What follows belongs to an exercise in optimizing a design on an open flow for small area, a short achievable clock period and few clock cycles; a production flow would make more cautious choices. In this exercise RTL edits were held to simulation tests only and were not proved equivalent to the original. Power is estimated from default activity; no workload was simulated.

==> design/flow/design.v <==
`timescale 1ns / 1ps
module ALU(
    input  [63:0] A, B,
    input         sub,               
    input         sel_add, sel_and, sel_or, sel_xor, sel_sh,
    input         sh_left, sh_arith,
    output [63:0] result,
    output [63:0] sum
);
    assign sum = A + B + {63'd0, sub};
    wire [63:0] sin;
    wire [63:0] sout;
    genvar i;
    generate for (i = 0; i < 64; i = i + 1) begin : rev
        assign sin[i] = sh_left ? A[63-i] : A[i];
    end endgenerate
    wire        fill = sh_arith & A[63];
    wire [63:0] r = $signed({fill, sin}) >>> B[5:0];
    assign sout = r;
    wire [63:0] shres;
    generate for (i = 0; i < 64; i = i + 1) begin : rev2
        assign shres[i] = sh_left ? sout[63-i] : sout[i];
    end endgenerate
    assign result = ({64{sel_add}} & sum)
                  | ({64{sel_and}} & (A & B))
                  | ({64{sel_or}}  & (A | B))
                  | ({64{sel_xor}} & (A ^ B))
                  | ({64{sel_sh}}  & shres);
endmodule
module CMP(
    input  [63:0] A, B,
    output        eq, lt
);
    wire [63:0] l0, e0;
    genvar i, k;
    generate for (i = 0; i < 64; i = i + 1) begin : bit0
        if (i == 63) begin : s
            assign l0[i] = A[i] & ~B[i];
            assign e0[i] = A[i] | ~B[i];
        end else begin : u
            assign l0[i] = ~A[i] & B[i];
            assign e0[i] = ~A[i] | B[i];
        end
    end endgenerate
    wire [31:0] l1, e1;
    wire [15:0] l2, e2;
    wire [7:0]  l3, e3;
    wire [3:0]  l4, e4;
    wire [1:0]  l5, e5;
    generate
        for (k = 0; k < 32; k = k + 1) begin : g1
            assign l1[k] = l0[2*k+1] | (e0[2*k+1] & l0[2*k]);
            assign e1[k] = l0[2*k+1] | (e0[2*k+1] & e0[2*k]);
        end
        for (k = 0; k < 16; k = k + 1) begin : g2
            assign l2[k] = l1[2*k+1] | (e1[2*k+1] & l1[2*k]);
            assign e2[k] = l1[2*k+1] | (e1[2*k+1] & e1[2*k]);
        end
        for (k = 0; k < 8; k = k + 1) begin : g3
            assign l3[k] = l2[2*k+1] | (e2[2*k+1] & l2[2*k]);
            assign e3[k] = l2[2*k+1] | (e2[2*k+1] & e2[2*k]);
        end
        for (k = 0; k < 4; k = k + 1) begin : g4
            assign l4[k] = l3[2*k+1] | (e3[2*k+1] & l3[2*k]);
            assign e4[k] = l3[2*k+1] | (e3[2*k+1] & e3[2*k]);
        end
        for (k = 0; k < 2; k = k + 1) begin : g5
            assign l5[k] = l4[2*k+1] | (e4[2*k+1] & l4[2*k]);
            assign e5[k] = l4[2*k+1] | (e4[2*k+1] & e4[2*k]);
        end
    endgenerate
    wire le;
    assign lt = l5[1] | (e5[1] & l5[0]);
    assign le = l5[1] | (e5[1] & e5[0]);
    assign eq = le & ~lt;
endmodule
`timescale 1ns / 1ps
module REG_FILE(input clk,input [4:0] RA1, RA2, WA,input [63:0] WD,input W_EN,output reg [63:0] RD1,RD2);
    reg [63:0] reg_array [31:1];
    integer i;
    always @(*) begin
        RD1 = 64'd0;
        RD2 = 64'd0;
        for (i = 1; i < 32; i = i + 1) begin
            RD1 = RD1 | ({64{RA1 == i}} & reg_array[i]);
            RD2 = RD2 | ({64{RA2 == i}} & reg_array[i]);
        end
    end
    always@(posedge clk) begin
        if(W_EN==1 && WA != 5'b0)
            reg_array[WA] <= WD;
    end
endmodule
`timescale 1ns / 1ps
module PC(
    input             clk, rst,
    input             br_mis,           
    input      [63:0] br_pc,
    input             jalr_mis,         
    input      [63:0] jalr_pc,
    input             hold,             
    input             predict,          
    input      [63:0] predict_pc,
    input      [63:0] pc4,
    output reg [63:0] pc
);
    wire [63:0] seq  = hold ? pc : predict ? predict_pc : pc4;
    wire [63:0] base = jalr_mis ? jalr_pc : seq;
    wire [63:0] nxt  = br_mis ? br_pc : base;
    always @(posedge clk) begin
        if (rst)
            pc <= 64'd0;
        else
            pc <= nxt;
    end
endmodule
`timescale 1ns / 1ps
module DECODER(
    input  [31:0] inst,
    output [63:0] imm,
    output        is_load, is_store, is_branch, is_jal, is_jalr,
    output        wen,                 
    output        use1, use2,          
    output        bsel,                
    output        sub,
    output        sel_add, sel_and, sel_or, sel_xor, sel_sh,
    output        sh_left, sh_arith,
    output        lw
);
    wire [6:0] op = inst[6:0];
    wire [2:0] f3 = inst[14:12];
    wire r_t  = (op == 7'b0110011);
    wire i_t  = (op == 7'b0010011);
    assign is_load   = (op == 7'b0000011);
    assign is_store  = (op == 7'b0100011);
    assign is_branch = (op == 7'b1100011);
    assign is_jalr   = (op == 7'b1100111);
    assign is_jal    = (op == 7'b1101111);
    wire [63:0] imm_i = {{52{inst[31]}}, inst[31:20]};
    wire [63:0] imm_s = {{52{inst[31]}}, inst[31:25], inst[11:7]};
    assign imm = is_store ? imm_s : imm_i;
    assign wen  = (r_t | i_t | is_load | is_jal | is_jalr) & (inst[11:7] != 5'd0);
    assign use1 = ~is_jal;
    assign use2 = r_t | is_store | is_branch;
    assign bsel = ~(r_t | is_branch);
    wire sh   = i_t & (f3 == 3'b001 || f3 == 3'b101);
    wire lxor = (r_t | i_t) & (f3 == 3'b100);
    wire land = r_t & (f3 == 3'b111);
    wire lor  = r_t & (f3 == 3'b110);
    assign sel_sh  = sh;
    assign sel_xor = lxor;
    assign sel_and = land;
    assign sel_or  = lor;
    assign sel_add = ~(sh | lxor | land | lor);
    assign sub      = (r_t & (f3 == 3'b000) & (inst[31:25] == 7'b0100000));
    assign sh_left  = (f3 == 3'b001);
    assign sh_arith = (inst[31:26] == 6'b010000);
    assign lw       = (f3 == 3'b010);
endmodule
`timescale 1ns / 1ps
module main(
    input clk,
    input rst,
    output [63:0] imem_addr,
    input  [31:0] imem_rdata,
    output        dmem_we,
    output [63:0] dmem_addr,
    output [63:0] dmem_wdata,
    input  [63:0] dmem_rdata,
    output        wb_en,
    output [4:0]  wb_rd,
    output [63:0] wb_data
);
    reg        e_v;
    reg [63:0] e_a, e_b, e_sd, e_alt;
    reg [4:0]  e_rd;
    reg        e_wen, e_load, e_store, e_jal, e_jalr;
    reg        e_sub, e_add, e_and, e_or, e_xor, e_sh, e_left, e_arith, e_lw;
    reg        e_brv, e_jmis, e_uselt, e_inv;
    reg [63:0] m_res, m_sd;
    reg [4:0]  m_rd;
    reg        m_rfwe, m_load, m_we, m_lw;
    reg [63:0] w_data;
    reg [4:0]  w_rd;
    reg        w_en;
    wire [63:0] pc;
    assign imem_addr = pc;
    wire [31:0] ir    = imem_rdata;
    wire [4:0]  d_rs1 = ir[19:15];
    wire [4:0]  d_rs2 = ir[24:20];
    wire [4:0]  d_rd  = ir[11:7];
    wire [63:0] d_imm;
    wire d_load, d_store, d_branch, d_jal, d_jalr, d_wen, d_use1, d_use2, d_bsel;
    wire d_sub, d_add, d_and, d_or, d_xor, d_sh, d_left, d_arith, d_lw;
    DECODER dec(.inst(ir), .imm(d_imm), .is_load(d_load), .is_store(d_store),
                .is_branch(d_branch), .is_jal(d_jal), .is_jalr(d_jalr), .wen(d_wen),
                .use1(d_use1), .use2(d_use2), .bsel(d_bsel), .sub(d_sub),
                .sel_add(d_add), .sel_and(d_and), .sel_or(d_or), .sel_xor(d_xor),
                .sel_sh(d_sh), .sh_left(d_left), .sh_arith(d_arith), .lw(d_lw));
    wire        rf_we = m_rfwe;
    wire [63:0] m_wdata;
    wire [63:0] rf_a, rf_b;
    REG_FILE rf(.clk(clk), .RA1(d_rs1), .RA2(d_rs2), .WA(m_rd), .WD(m_wdata),
                .W_EN(rf_we), .RD1(rf_a), .RD2(rf_b));
    wire [63:0] d_a = (rf_we && m_rd == d_rs1) ? m_wdata : rf_a;
    wire [63:0] d_b = (rf_we && m_rd == d_rs2) ? m_wdata : rf_b;
    wire fwd_a = e_v & e_wen & (e_rd == d_rs1);
    wire fwd_b = e_v & e_wen & (e_rd == d_rs2);
    wire        b_fwd_p = fwd_b & ~d_bsel & ~d_sub;
    wire        b_fwd_n = fwd_b & ~d_bsel & d_sub;
    wire [63:0] b_other = d_bsel ? d_imm : d_sub ? ~d_b : d_b;
    wire stall = e_v & e_load & e_wen &
                 ((d_use1 && e_rd == d_rs1) || (d_use2 && e_rd == d_rs2));
    wire jalr0  = d_jalr & (d_rs1 == 5'd0);
    wire d_pred = d_jal | (d_branch & ir[31]) | jalr0;
    wire [20:0] imm_j = {ir[31], ir[19:12], ir[20], ir[30:21], 1'b0};
    wire [20:0] imm_b = {{8{ir[31]}}, ir[31], ir[7], ir[30:25], ir[11:8], 1'b0};
    wire [21:0] lo_j  = {1'b0, pc[20:0]} + {1'b0, imm_j};
    wire [21:0] lo_b  = {1'b0, pc[20:0]} + {1'b0, imm_b};
    wire [42:0] pc_hi_inc = pc[63:21] + 43'd1;
    wire [42:0] pc_hi_dec = pc[63:21] - 43'd1;
    wire [21:0] p_lo  = ir[2] ? lo_j : lo_b;
    wire [42:0] hi_c  = ir[31] ? pc[63:21] : pc_hi_inc;     
    wire [42:0] hi_nc = ir[31] ? pc_hi_dec : pc[63:21];     
    wire [42:0] p_hi  = p_lo[21] ? hi_c : hi_nc;
    wire [63:0] tgt_b = {p_hi, p_lo[20:0]};       
    wire [63:0] d_target = jalr0 ? {{52{ir[31]}}, ir[31:21], 1'b0} : tgt_b;
    wire [21:0] s_lo  = {1'b0, pc[20:0]} + 22'd4;
    wire [63:0] pc4   = {s_lo[21] ? pc_hi_inc : pc[63:21], s_lo[20:0]};
    wire [63:0] d_alt = (d_branch & ~ir[31]) ? tgt_b : pc4;
    wire [63:0] fa = e_a;
    wire [63:0] opb = e_b;
    wire [63:0] alu_res, alu_sum;
    ALU alu(.A(fa), .B(opb), .sub(e_sub), .sel_add(e_add), .sel_and(e_and),
            .sel_or(e_or), .sel_xor(e_xor), .sel_sh(e_sh), .sh_left(e_left),
            .sh_arith(e_arith), .result(alu_res), .sum(alu_sum));
    wire        eq, lt;
    CMP cmp(.A(fa), .B(e_b), .eq(eq), .lt(lt));
    wire        br_mis = e_brv & (e_inv ^ (e_uselt ? lt : eq));
    wire        mispredict = br_mis | e_jmis;
    wire        link = e_jal | e_jalr;
    wire [63:0] ex_res = link ? e_alt : alu_res;
    PC pcr(.clk(clk), .rst(rst), .br_mis(br_mis), .br_pc(e_alt),
           .jalr_mis(e_jmis), .jalr_pc({alu_sum[63:1], 1'b0}),
           .hold(stall), .predict(d_pred), .predict_pc(d_target), .pc4(pc4), .pc(pc));
    always @(posedge clk) begin
        e_v <= ~rst & ~mispredict & ~stall;
        e_a <= fwd_a ? ex_res : d_a;
        e_b <= b_fwd_p ? ex_res : b_fwd_n ? ~ex_res : b_other;
        e_sd <= fwd_b ? ex_res : d_b;
        e_alt <= d_alt;
        e_rd <= d_rd;
        e_wen <= d_wen;   e_load <= d_load; e_store <= d_store;
        e_jal <= d_jal; e_jalr <= d_jalr;
        e_sub <= d_sub;  e_add <= d_add;  e_and <= d_and;
        e_or <= d_or;     e_xor <= d_xor;  e_sh <= d_sh;    e_left <= d_left;
        e_arith <= d_arith; e_lw <= d_lw;
        e_brv  <= ~rst & ~mispredict & ~stall & d_branch;
        e_jmis <= ~rst & ~mispredict & ~stall & d_jalr & ~jalr0;
        e_uselt <= ir[14];
        e_inv  <= ir[12] ^ d_pred;
    end
    always @(posedge clk) begin
        m_res   <= ex_res;
        m_sd    <= e_sd;
        m_rd    <= e_rd;
        m_rfwe  <= ~rst & e_v & e_wen;
        m_load  <= e_load;
        m_we    <= ~rst & e_v & e_store;
        m_lw    <= e_lw;
    end
    assign dmem_addr  = m_res;
    assign dmem_we    = m_we;
    assign dmem_wdata = m_sd;
    wire [31:0] word    = m_res[2] ? dmem_rdata[63:32] : dmem_rdata[31:0];
    wire [63:0] ld_data = m_lw ? {{32{word[31]}}, word} : dmem_rdata;
    assign m_wdata = m_load ? ld_data : m_res;
    always @(posedge clk) begin
        w_data <= m_wdata;
        w_rd   <= m_rd;
        w_en   <= ~rst & m_rfwe;
    end
    assign wb_en   = w_en;
    assign wb_rd   = w_rd;
    assign wb_data = w_data;
endmodule
==> design/flow/flow/run.sh <==
#!/bin/bash
# The standard layout (standard.sh: the standard synthesis, floorplan,
# placement, CTS, routing) at the design's clock and constraints, with:
#  - every port still buffered, with buf_2 rather than the delay cell
#    buffer_ports picks by default;
#  - CTS without dummy loads.
# make's output goes to flow_make.log; each tool's own log is in orfs/logs/.
set -euo pipefail
bash standard.sh SETUP_SLACK_MARGIN=5.5 \
  "BUFFER_PORTS_ARGS=-buffer_cell sky130_fd_sc_hd__buf_2" \
  "CTS_ARGS=-sink_clustering_enable -repair_clock_nets -dont_use_dummy_load" \
  finish > flow_make.log 2>&1
==> design/flow/standard.sh <==
#!/bin/bash
# synth_recipe.tcl (not shown) runs the flow's synth.tcl, then flattens the netlist and writes it again
# the make line also repeats each setting of config.mk as NAME=value (left out here)
make -C /OpenROAD-flow-scripts/flow DESIGN_CONFIG=/design/flow/config.mk WORK_HOME=/design/flow/orfs CLKGATE_MAP_FILE= SYNTH_SCRIPT=/design/flow/synth_recipe.tcl "${@:-finish}"
==> design/flow/config.mk <==
export PLATFORM = sky130hd
export DESIGN_NAME = main
export DESIGN_NICKNAME = main
export VERILOG_FILES = /design/flow/design.v
export SDC_FILE = /design/flow/constraint.sdc
export NUM_CORES = 4
export LEC_CHECK = 0
export CAP_MARGIN = 20
export CORE_MARGIN = 2
export CORE_UTILIZATION = 28
export PLACE_DENSITY = 0.38
export SETUP_SLACK_MARGIN = 5
export SLEW_MARGIN = 20
==> design/flow/constraint.sdc <==
create_clock -name core_clock -period 10.0 [get_ports {clk}]
set_input_delay 2.0000 -clock core_clock [delete_from_list [all_inputs] [get_ports {clk}]]
set_output_delay 2.0000 -clock core_clock [all_outputs]
set_load 0.01 [all_outputs]
==> results.txt, run 1 <==
- Global-route wire length before repair: 1052 mm
- Worst Path Buf+Inv: 4
- WHS Path Cells: 0
- Synth-to-Final Area Change: 19.75%
- Reg2reg setup slack: ~5400 ps
- Final Hold Viols: 0
- WL final: around 800 mm
- Synth Warn #: 3
- Critical Path Slowest Stage Cell: buf_4
- Hold WC Path Type: reg -> reg
- Async S/R FF share, synth: 0%
- Max IR drop VDD: about 0.00014 V
- GRT Util Overall: 35.63%
- Largest net degree at the start of global routing: 92
- Via count of the routed design: ~110k
- Top cell by count, worst path: buf_4
- Max FO, Critical Path: 45
- Starting DRT DRC Count: about 20,000
- Critical path data arrival time: 5510 ps
- Row Count: ~240
- Reg2reg start: e_a[3]
- Post-CTS Hold Buffers: 0
- Hold Startpoint: e_sd[6]
- Final net count: ~11,000
- RSZ-0062 raised after global routing: yes
- I/O pins: ~360
- CP max stage delay: 560 ps
- Post-route cell area: between 100,000 and 150,000 um2
- Clk Tree Root Cell: clkbuf_16
- Critical path capture point type: register
- Worst r2r dst: e_b[17]
- Post-synthesis mux area share: around 4%
- WHS: around 310 ps
- Port bufs: between 300 and 400
- Post-synthesis register bit count: about 2,500
- Setup_tns: 0 ps
- RePlAce Congestion: 0.9833
- Clock Path Buffers: 4
- Post-synthesis adder-cell area fraction: around 2.9%
- Total global routing overflow: 0
- Top-area cell type share of the netlist area: between 40% and 50%
- Mapped Area: around 120,000 um2
- Share of cells above drive strength 1: roughly a fifth
- Cells on worst reg2reg path: 15
- Post-Synth Simple-Gate Area: approximately 8.6%
- Multi-input gate area: roughly 50,000 um2
- MaxCap Viol Count: 0
- Fmax: about 210 MHz
- Synth Flop Type: edfxtp_1
- DP Cell Count: 15,843
- Dpl cell area: approximately 130,000 um2
- Pleak: ~50 nW
- Stages on worst setup path: 13
- Clk pin slew, worst setup/hold paths: roughly 50 ps
- Final setup vio count: 0
- Final Skew: around 110 ps
- Final Core Density: 33.72%
- Worst slew pin tran: between 1000 and 1500 ps
- Largest area contributor in the netlist: edfxtp_1
- Slew HR: between 10% and 20%
- Outcome: timing/DRC/antenna clean
- Die ar.: between 400,000 and 500,000 um2
- CP top delay family: buffers and inverters
- Post-synth cell types: between 90 and 100
- Post-synth EDFFs: between 1,500 and 2,000
- Initial antenna violation count: 63
- CTS buffer count: 312
- Number of global-route vias before repair: between 100k and 150k
- Slew Limit Fails: 0
- CORE AREA: about 430,000 um2
- Seq. cell area: approximately 71,000 um2
- Chip height: 662.5 um
- Detail Route Antenna Nets: 0
- Register area share after synthesis: about three fifths
- Drt wl/cell: ~50 um
- Critical-path cell list: buf_2, nand3b_1, buf_4, nor2_4, buf_12, buf_4, a22o_1, a221oi_1, nand3_1, nor2_1, nand4_1, o22ai_2, a21oi_1
- Initial Util: about 28%
- Worst skew pair latency: a little under 1000 ps
- CTS tree: done
- Power per cell area: a little over 200 nW/um2
- Post-layout min period: between 4000 and 5000 ps
- Post-Synthesis Cells: around 10,000
- Largest family of logic cells by synthesized area: compound AO/OA/AOI/OAI gates
- Post-Syn Nets: approximately 11,000
- Fin cells: about 16,000
- Via/cell ratio: between 6 and 7
- Critical setup path kind: in -> reg
- Die Wd: between 600 and 700 um
- Detailed placement HPWL: ~500 mm
- DRT Pass-1 Iters: 11
- Hold Path Sink: m_sd[6]
- Mapped Avg Cell Area: around 12 um2
- CTS H-tree lvls: 5
- Main area contributors after synthesis: edfxtp_1 49%, dfxtp_1 9.1%, a22oi_1 6.0%
- Crit path launch type: input port
- Layout filler cell count: ~43,000
- Clk sink count: around 2,500
- Period utilization: between 40% and 50%
- Xor and xnor area share after synthesis: 1.811%
- Detailed-route DRC error count: 0
- Compound-cell area share of the yosys netlist: a little over a fifth
- Worst EP required: about 11,000 ps
layer usage:
metal | routed length, um | vias to the layer above | global-route usage [%] | share of wire, %
met5 | 207 | - | 0 | 0.025
met4 | 75960 | 34 | 26.03 | 9.3
met3 | 88040 | 2681 | 9.633 | 11
met2 | 357200 | 9537 | 55.06 | 44
met1 | 297500 | 56956 | 42.69 | 36
li1 | - | 41532 | - | -
stage by stage:
stage               setup slack (ps)  power, W
floorplan                       4856   0.01593
CTS                             5328   0.02979
finish                          5267   0.03011
global route                    5376   0.03070
detailed placement              3500   0.01983
global placement                3334   0.01983
power by group:
part	switching (W)	internal, W	leakage (nW)
Clock	0.00439	0.00544	3.84
Sequential	0.000715	0.0128	22.4
Combinational	0.00497	0.00181	23.5
Total	0.0101	0.0200	49.7
timing repair:
item,CTS,global route
endpoints found under the setup margin,351,172
setup buffers,111,51
pin swaps,64,95
gates resized for setup,330,235
cloned,9,5
cell families after synthesis:
logic type / count (synthesis)
AOI/OAI and AO/OA: 3465
DFF: 2535
and+or+nand+nor: 2192
buffers and inverters: 1054
muxes: 373
adders and majority gates: 282
xor gates and xnor gates: 251
cell usage in the layout, fill, tap and decap left out, types with 48 or more instances in the layout:
cell type / n
a21oi_1: 410
a21oi_2: 60
a221oi_1: 467
a222oi_1: 128
a22o_1: 450
a22oi_1: 957
buf_12: 89
buf_2: 353
buf_4: 457
clkbuf_16: 317
dfxtp_1: 496
dfxtp_2: 48
edfxtp_1: 1984
ha_1: 260
inv_1: 233
mux2_2: 77
mux2i_1: 191
mux4_2: 89
nand2_1: 423
nand3_1: 278
nand4_1: 305
nor2_1: 585
nor2_4: 115
nor3_1: 122
o211ai_1: 99
o21ai_0: 264
o22ai_1: 51
xnor2_1: 158
xor2_1: 75
flip-flops by register name (all words and copies together), names as in the netlist, 5 cells and up:
signal,flops
pcr.pc,64
e_b,64
w_rd,5
rf.reg_array,1984
w_data,64
e_alt,64
m_rd,5
e_a,64
e_rd,5
m_sd,64
e_sd,64
m_res,64
layout make-up:
cell class                      instances  area share, %
Sequential cell                      2535          48.62
Multi-Input combinational cell       6568          34.78
Timing Repair Buffer                  970          5.620
Clock buffer                          312          5.370
Tap cell                             5710          4.914
Inverter                              244         0.6394
Antenna cell                           29        0.04991
worst max path at each step:
stage	end	slack [ps]	from
CTS	e_a[12]	5330	imem_rdata[18]
global route	e_b[17]	5380	e_b[2]
floorplan	pcr.pc[56]	4860	imem_rdata[2]
detailed placement	e_b[25]	3500	imem_rdata[31]
finish	e_a[42]	5270	imem_rdata[18]
global placement	e_b[38]	3330	imem_rdata[24]
synthesized netlist by cell type (all sizes together) (166+ instances only):
cell type,instances
edfxtp,1984
dfxtp,551
ha,279
mux2i,205
a22oi,968
a21oi,492
inv,238
o21ai,319
xnor2,166
nand3,284
a221oi,473
nand4,305
a22o,450
clkbuf,667
nor2,724
nand2,437
Testbench counts, summed over its fixed seeds: cycles 33,171.
==> run 2: changes to the inputs <==
--- a/design/flow/config.mk
+++ b/design/flow/config.mk
@@ -7,7 +7,7 @@
 export LEC_CHECK = 0
 export CAP_MARGIN = 20
 export CORE_MARGIN = 2
-export CORE_UTILIZATION = 28
-export PLACE_DENSITY = 0.38
+export CORE_UTILIZATION = 38
+export PLACE_DENSITY = 0.5
 export SETUP_SLACK_MARGIN = 5
 export SLEW_MARGIN = 20
==> run 2 against run 1 <==
Against the previous run: the layout now fails its checks (capacitance limit, slew limit); synthesized area did not move; first-iteration DRC count up 30%; synthesized cell count is the same; clock-buffer cell count down 21; sequential power barely moved; non-clock buffer count did not move; clock skew shrank 25 ps; critical path depth down 1; via count is 2.6% higher; critical endpoint is now e_sd[15].
==> results.txt, run 2 <==
- Register area share after synthesis: roughly three fifths
- Stages on worst setup path: 12
- Clock Path Buffers: 4
- Critical setup path kind: in -> reg
- Drt wl/cell: ~53 um
- Layout filler cell count: between 20,000 and 30,000
- Worst slew pin tran: 1766 ps
- Combinational share of power: about a quarter
- CTS tree: done
- Post-synth top cells: 1,984 x edfxtp_1, 968 x a22oi_1, 722 x nor2_1
- Reg with most FFs: rf.reg_array
- Hold WC Path Type: reg -> reg
- Chip height: around 570 um
- Post-Synthesis Cells: 10,152
- Largest area contributor in the netlist: edfxtp_1
- Largest net degree at the start of global routing: 80
- Share of cells above drive strength 1: between 10% and 20%
- CORE AREA: about 320,000 um2
- Critical path capture point type: register
- Post-synthesis register bit count: about 2,500
- Post-route cell area: between 100,000 and 150,000 um2
- Sequential power share: 45.1%
- Main area contributors after synthesis: edfxtp_1 49%, dfxtp_1 9.1%, a22oi_1 6.0%
- Clk Tree Root Cell: clkbuf_16
- Critical path data arrival time: ~5500 ps
- Worst skew pair latency: 960 ps
- Detailed-route DRC error count: 0
- Clock network fraction of total power: between 30% and 40%
- Multi-input gate area: between 50,000 and 60,000 um2
- Post-synth EDFFs: about 2,000
- CTS buffer count: ~290
- WHS Path Cells: 0
- Initial antenna violation count: between 80 and 90
- Most Crowded Layer GR: met2
- Post-synth cell types: slightly above 90
- Synth Flop Type: edfxtp_1
- Most frequent cell after synthesis: edfxtp_1
- Seq. cell area: between 70,000 and 80,000 um2
- Worst EP required: ~11,000 ps
- WL final: 781.7 mm
- DRT Pass-1 Iters: 10
- I/O pins: roughly 360
- Final net count: ~11,000
- Critical Path Slowest Stage Cell: nor4_1
- Number of global-route vias before repair: 104,424
- Starting DRT DRC Count: about 26,000
- GRT Util Overall: 46.17%
- Port bufs: 360
- Detailed placement HPWL: ~480 mm
- RSZ-0062 raised after global routing: yes
- Mapped Area: between 100,000 and 150,000 um2
- Int Pwr: 0.01967 W
- Mapped Avg Cell Area: about 12 um2
- Fmax: approximately 210 MHz
- Post-layout min period: about 4700 ps
- Detail Route Antenna Nets: 0
- RePlAce Congestion: roughly 1.1
- Slew Limit Fails: 3
- Cells on worst reg2reg path: 14
- MaxCap Viol Count: 1
- Switching Share: between 30% and 40%
- Final Hold Viols: 0
- Top-area cell type share of the netlist area: approximately half
- CP top delay family: simple AND/OR/NAND/NOR gates
- CP max stage delay: between 500 and 600 ps
- SO Viols: capacitance limit, slew limit
- Worst Path Buf+Inv: 4
- Initial Util: between 30% and 40%
- Via count of the routed design: between 100k and 150k
- NetSw: between 0.01 and 0.015 W
- GR Util met3: between 15 and 20%
- Routing usage on met2: about two thirds
- Met1 GRT Util: between 50% and 60%
- Via/cell ratio: approximately 7.6
- Outcome: failed layout checks
- Post-Syn Nets: approximately 11,000
- Max IR drop VDD: ~0.00016 V
- Total global routing overflow: 0
- Power per cell area: 207.7 nW/um2
- Global-route wire length before repair: between 1000 and 1500 mm
- Slew HR: -18.18%
- Critical-path cell list: buf_4, nand2b_4, buf_4, nor2_4, buf_12, buf_4, a22o_1, a221oi_1, nand3_1, nor4_1, a21oi_1, mux2_2
- Clk pin slew, worst setup/hold paths: 60 ps
- Synth Warn #: 3
- CTS H-tree lvls: 5
- Row Count: around 210
- Synth-to-Final Area Change: 17.79%
- Commonest non-fill, non-tap cells in the layout: 1,984 x edfxtp_1, 960 x a22oi_1, 582 x nor2_1, 500 x dfxtp_1, 466 x a221oi_1
- Clk sink count: between 2,000 and 3,000
- Post-CTS Hold Buffers: 0
- Crit path launch type: input port
- Die ar.: about 320,000 um2
- Final Skew: ~90 ps
- Commonest non-fill, non-tap cell in the layout: edfxtp_1
- Max FFs per register: roughly 2,000
- Die Wd: 569.3 um
- Top cell by count, worst path: buf_4
- Max FO, Critical Path: 37
- Period utilization: 47.21%
- Async S/R FF share, synth: 0%
- Setup_tns: 0 ps
- Dpl cell area: about 130,000 um2
- Final setup vio count: 0
- Pleak: about 50 nW
run 2: cell counts after synthesis:
No cell type changed its count.
run 2: per-stage QoR:
stage	util, %	hold slack, ps	setup WS, ps	std cells	total power [W]
2_1_floorplan	-	309.6	4856	10152	0.01593
3_3_place_gp	41.17	310.2	3116	14328	0.01980
3_5_place_dp	41.23	312.1	3099	14337	0.01981
4_1_cts	44.44	311.3	5392	14743	0.02913
5_1_grt	44.93	321.5	5353	14800	0.03006
6_report	44.97	310.3	5279	14851	0.02970
run 2: metal layers:
| metal | share of wire (%) | wire length (um) | up-vias |
|---|---|---|---|
| met2 | 41 | 320300 | 12229 |
| met4 | 9.9 | 77470 | 30 |
| met3 | 15 | 118700 | 3329 |
| met1 | 34 | 265000 | 56475 |
| li1 | - | - | 41543 |
| met5 | 0.031 | 241 | - |
run 2: cells by family (layout without fill, tap and decap cells):
logic type	Yosys count	count (layout)	synth area share (%)
and+or+nand+nor	2192	2196	8.556
AOI/OAI and AO/OA	3465	3465	21.17
xor gates and xnor gates	251	251	1.811
adders and majority gates	282	282	2.925
other	0	64	0
muxes	373	373	4.074
DFF	2535	2535	58.15
buffers and inverters	1054	1505	3.315
run 2: area by class of cell:
| type | instances | share of cell area, % |
|---|---|---|
| multi-input combinational | 6567 | 35.42 |
| inverter | 244 | 0.6640 |
| tap | 4180 | 3.657 |
| antenna | 64 | 0.1120 |
| clock buffer | 291 | 5.092 |
| timing repair buffer | 970 | 5.631 |
| sequential | 2535 | 49.43 |
run 2: power groups by stage:
stage                     sequential (W)  clock [W]  combinational [W]
after floorplan                   0.0133          0            0.00260
after global placement            0.0136          0            0.00624
after detailed placement          0.0136          0            0.00625
after CTS                         0.0133    0.00927            0.00651
after global routing              0.0134    0.00966            0.00703
final                             0.0134    0.00931            0.00700
run 2: repair_timing:
item / in CTS / in global routing
buffers inserted: 108 / 33
pin swaps: 68 / 82
gates cloned: 7 / 8
endpoints found under the setup margin: 359 / 183
gates resized for setup: 381 / 210
run 2: worst paths after layout:
kind                        from        to  slack (ps)
setup / recovery  imem_rdata[24]  e_sd[15]        5280
hold reg to reg         e_sd[38]  m_sd[38]         310
setup reg to reg         e_a[12]  e_sd[29]        5410
hold / removal          e_sd[38]  m_sd[38]         310
==> run 3: changes to the inputs <==
==> design/flow/flow/run.sh (replaced) <==
#!/bin/bash
# The standard layout (standard.sh: the standard synthesis, floorplan,
# placement, CTS, routing) at the design's clock and constraints, with:
#  - every port still buffered, with buf_2 rather than the delay cell
#    buffer_ports picks by default;
#  - CTS without dummy loads, with clkbuf_8 at the leaves of the tree.
# make's output goes to flow_make.log; each tool's own log is in orfs/logs/.
set -euo pipefail
bash standard.sh SETUP_SLACK_MARGIN=5.5 \
  "BUFFER_PORTS_ARGS=-buffer_cell sky130_fd_sc_hd__buf_2" \
  "CTS_ARGS=-sink_clustering_enable -repair_clock_nets -dont_use_dummy_load -sink_clustering_buffer sky130_fd_sc_hd__clkbuf_8" \
  finish > flow_make.log 2>&1
--- a/design/flow/config.mk
+++ b/design/flow/config.mk
@@ -7,7 +7,7 @@
 export LEC_CHECK = 0
 export CAP_MARGIN = 20
 export CORE_MARGIN = 2
-export CORE_UTILIZATION = 38
-export PLACE_DENSITY = 0.5
+export CORE_UTILIZATION = 40
+export PLACE_DENSITY = 0.52
 export SETUP_SLACK_MARGIN = 5
 export SLEW_MARGIN = 20
==> run 3 against run 2 <==
Against the previous run: now clean on timing, DRC and antenna; clock-buffer cell count is 141 higher; utilization is 1.7 points higher; die area decreased by 5.0%; wire length decreased by 2.7%; sequential power about the same; sequential cell count unchanged; critical path type unchanged.
==> results.txt, run 3 <==
- Max FO, Critical Path: between 50 and 60
- Main area contributors after synthesis: edfxtp_1 49%, dfxtp_1 9.1%, a22oi_1 6.0%
- Detailed-route DRC error count: 0
- MaxCap Viol Count: 0
- Clk pin slew, worst setup/hold paths: 60 ps
- Mapped Avg Cell Area: 11.96 um2
- I/O pins: 361
- Commonest non-fill, non-tap cells in the layout: 1,984 x edfxtp_1, 958 x a22oi_1, 584 x nor2_1, 497 x dfxtp_1, 467 x a221oi_1
- Drt wl/cell: ~52 um
- Top-area cell type share of the netlist area: between 40% and 50%
- Synth Warn #: 3
- Power per cell area: between 200 and 250 nW/um2
- Pre-CTS worst setup slack: approximately 3600 ps
- Share of cells above drive strength 1: approximately a fifth
- Reg with most FFs: rf.reg_array
- Hold WC Path Type: reg -> reg
- Register area share after synthesis: 58.15%
- Final Hold Viols: 0
- Setup_tns: 0 ps
- CTS H-tree lvls: 5
- Initial antenna violation count: 73
- Clk sink count: roughly 2,500
- GRT Util Overall: between 40 and 50%
- Total global routing overflow: 0
- Post-route cell area: roughly 140,000 um2
- Port bufs: 360
- Fmax: about 210 MHz
- Via/cell ratio: around 7.7
- Final setup vio count: 0
- Detailed placement HPWL: roughly 460 mm
- Clock Path Buffers: 4
- Final net count: 11,098
- Post-synth top cells: 1,984 x edfxtp_1, 968 x a22oi_1, 722 x nor2_1
- Critical setup path kind: in -> reg
- Die ar.: between 300,000 and 400,000 um2
- WL final: approximately 760 mm
- WHS: around 320 ps
- Mapped Area: 121,400 um2
- Max IR drop VDD: 0.0001123 V
- Post-layout min period: roughly 4700 ps
- Global-route wire length before repair: ~980 mm
- Post-Syn Nets: ~11,000
- Chip height: around 550 um
- CTS buffer count: roughly 430
- Post-synthesis register bit count: around 2,500
- RSZ-0062 raised after global routing: yes
- Worst EP required: 10,710 ps
- Post-Synthesis Cells: 10,152
- Synth Flop Type: edfxtp_1
- Final Skew: slightly below 80 ps
- Initial Util: approximately 40%
- CTS tree: done
- Pleak: 49.01 nW
- Final Core Density: 46.71%
- Critical path data arrival time: roughly 5400 ps
- Post-synth cell types: 92
- Die Wd: between 500 and 600 um
- Async S/R FF share, synth: 0%
- Most frequent cell after synthesis: edfxtp_1
- Setup ws final: between 5000 and 6000 ps
- Commonest non-fill, non-tap cell in the layout: edfxtp_1
- Clk Tree Root Cell: clkbuf_16
- Slew Limit Fails: 0
- Synth-to-Final Area Change: 16.39%
- Slew HR: around 15%
- Via count of the routed design: 113,636
- Detail Route Antenna Nets: 0
- Crit path launch type: input port
- Worst slew pin tran: 1278 ps
- Outcome: timing/DRC/antenna clean
- Dpl cell area: ~130,000 um2
- Largest net degree at the start of global routing: just over 80
- Period utilization: 47.26%
- Worst skew pair latency: 920 ps
- RePlAce Congestion: between 1 and 1.5
- Largest area contributor in the netlist: edfxtp_1
- Max FFs per register: roughly 2,000
- Post-synth EDFFs: 1,984
- Post-CTS Hold Buffers: 0
- DRT Pass-1 Iters: 14
- Critical path capture point type: register
- Row Count: 202
- CORE AREA: around 300,000 um2
- Number of global-route vias before repair: 105,486
- Starting DRT DRC Count: roughly 24,000
-- run 3: report_power, final --
group | switching [W] | total [W] | internal, W
clock | 0.00414 | 0.00828 | 0.00413
sequential | 0.000622 | 0.0134 | 0.0128
combinational | 0.00506 | 0.00680 | 0.00174
total | 0.00982 | 0.0285 | 0.0187
-- run 3: per-stage QoR --
step,cells,power (W)
floorplan,10152,0.01593
global placement,14075,0.01968
detailed placement,14080,0.01969
CTS,14596,0.02791
global route,14700,0.02893
finish,14738,0.02848
-- run 3: layout make-up --
| type | count | area (um2) |
|---|---|---|
| Antenna cell | 44 | 110.1 |
| Clock buffer | 432 | 6362 |
| Fill cell | 27148 | 161200 |
| Inverter | 244 | 930.9 |
| Multi-Input combinational cell | 6571 | 50470 |
| Sequential cell | 2535 | 70690 |
| Tap cell | 3978 | 4977 |
| Timing Repair Buffer | 934 | 7771 |
-- run 3: kinds of logic (layout without fill, tap and decap cells) --
kind of cell / count (synthesis) / count (layout) / share of synthesized area, %
flops: 2535 / 2535 / 58.15
fa+ha+maj: 282 / 282 / 2.925
mux: 373 / 373 / 4.074
xor+xnor: 251 / 251 / 1.811
compound gates: 3465 / 3465 / 21.17
other cells: 0 / 44 / 0
buf+inv: 1054 / 1610 / 3.315
simple gates: 2192 / 2200 / 8.556
-- run 3: path summary, 6_finish.rpt --
check                          to  slack [ps]           start  cells after the start
max                       e_a[54]        5270  imem_rdata[18]                     11
min                       m_sd[0]         320         e_sd[0]                      0
max reg2reg  rf.reg_array[31][19]        5340          m_rfwe                      4
min reg2reg               m_sd[0]         320         e_sd[0]                      0
-- run 3: timing repair --
item | in CTS | in global routing
gates cloned | 11 | 10
pin swaps | 44 | 75
endpoints found under the setup margin | 342 | 248
gates resized for setup | 322 | 221
setup buffers | 73 | 85
-- run 3: metal layers --
layer / vias up / GRT usage, % / share of wire [%]
met4: 39 / 38.10 / 10
met2: 12221 / 67.66 / 41
met3: 3536 / 18.36 / 15
li1: 41703 / - / -
met1: 56137 / 56.44 / 34
met5: - / 1.125 / 0.15
-- run 3: worst max-delay path, cell delays in order --
cell	delay, ps
clkbuf_4	280
or3_1	450
nor2_4	60
buf_12	190
buf_4	510
a22oi_1	280
nand3_1	120
nor2_1	180
nand4_1	140
o22ai_2	640
mux2i_1	210

==> port drivers added, routing unchanged <==
The results above use ideal ports. As a check the final layouts listed here were re-extracted and re-timed, cells and wires unchanged. Step 1 assumes that a clkbuf_16 drives the clock port and a buf_2 every other input. Step 2 times the ports against the registers' clock, not the clock port: input delays grow and output delays shrink by t, the midpoint of the rising clock arrivals with the driver on. Three values: no drivers, after step 1, after step 2; two values: the first two.
| run | shift t [ns] | slack for setup (ns) | hold WS [ns] | worst register clock-pin slew, ns | worst slew at a driven data input, ns |
|---|---|---|---|---|---|
| run 1 | 1.047 | 5.267 / 5.358 / 4.311 | 0.310 / 0.310 / 0.310 | 0.06 / 0.06 | 0.22 |
| run 2 | 1.006 | 5.279 / 5.325 / 4.319 | 0.310 / 0.310 / 0.310 | 0.07 / 0.07 | 0.16 |
| run 3 | 0.990 | 5.274 / 5.313 / 4.324 | 0.316 / 0.316 / 0.316 | 0.07 / 0.07 | 0.19 |
For run 2, which loses most, drivers alone change the setup slack by +0.046 ns; drivers and shift together by -0.960 ns.
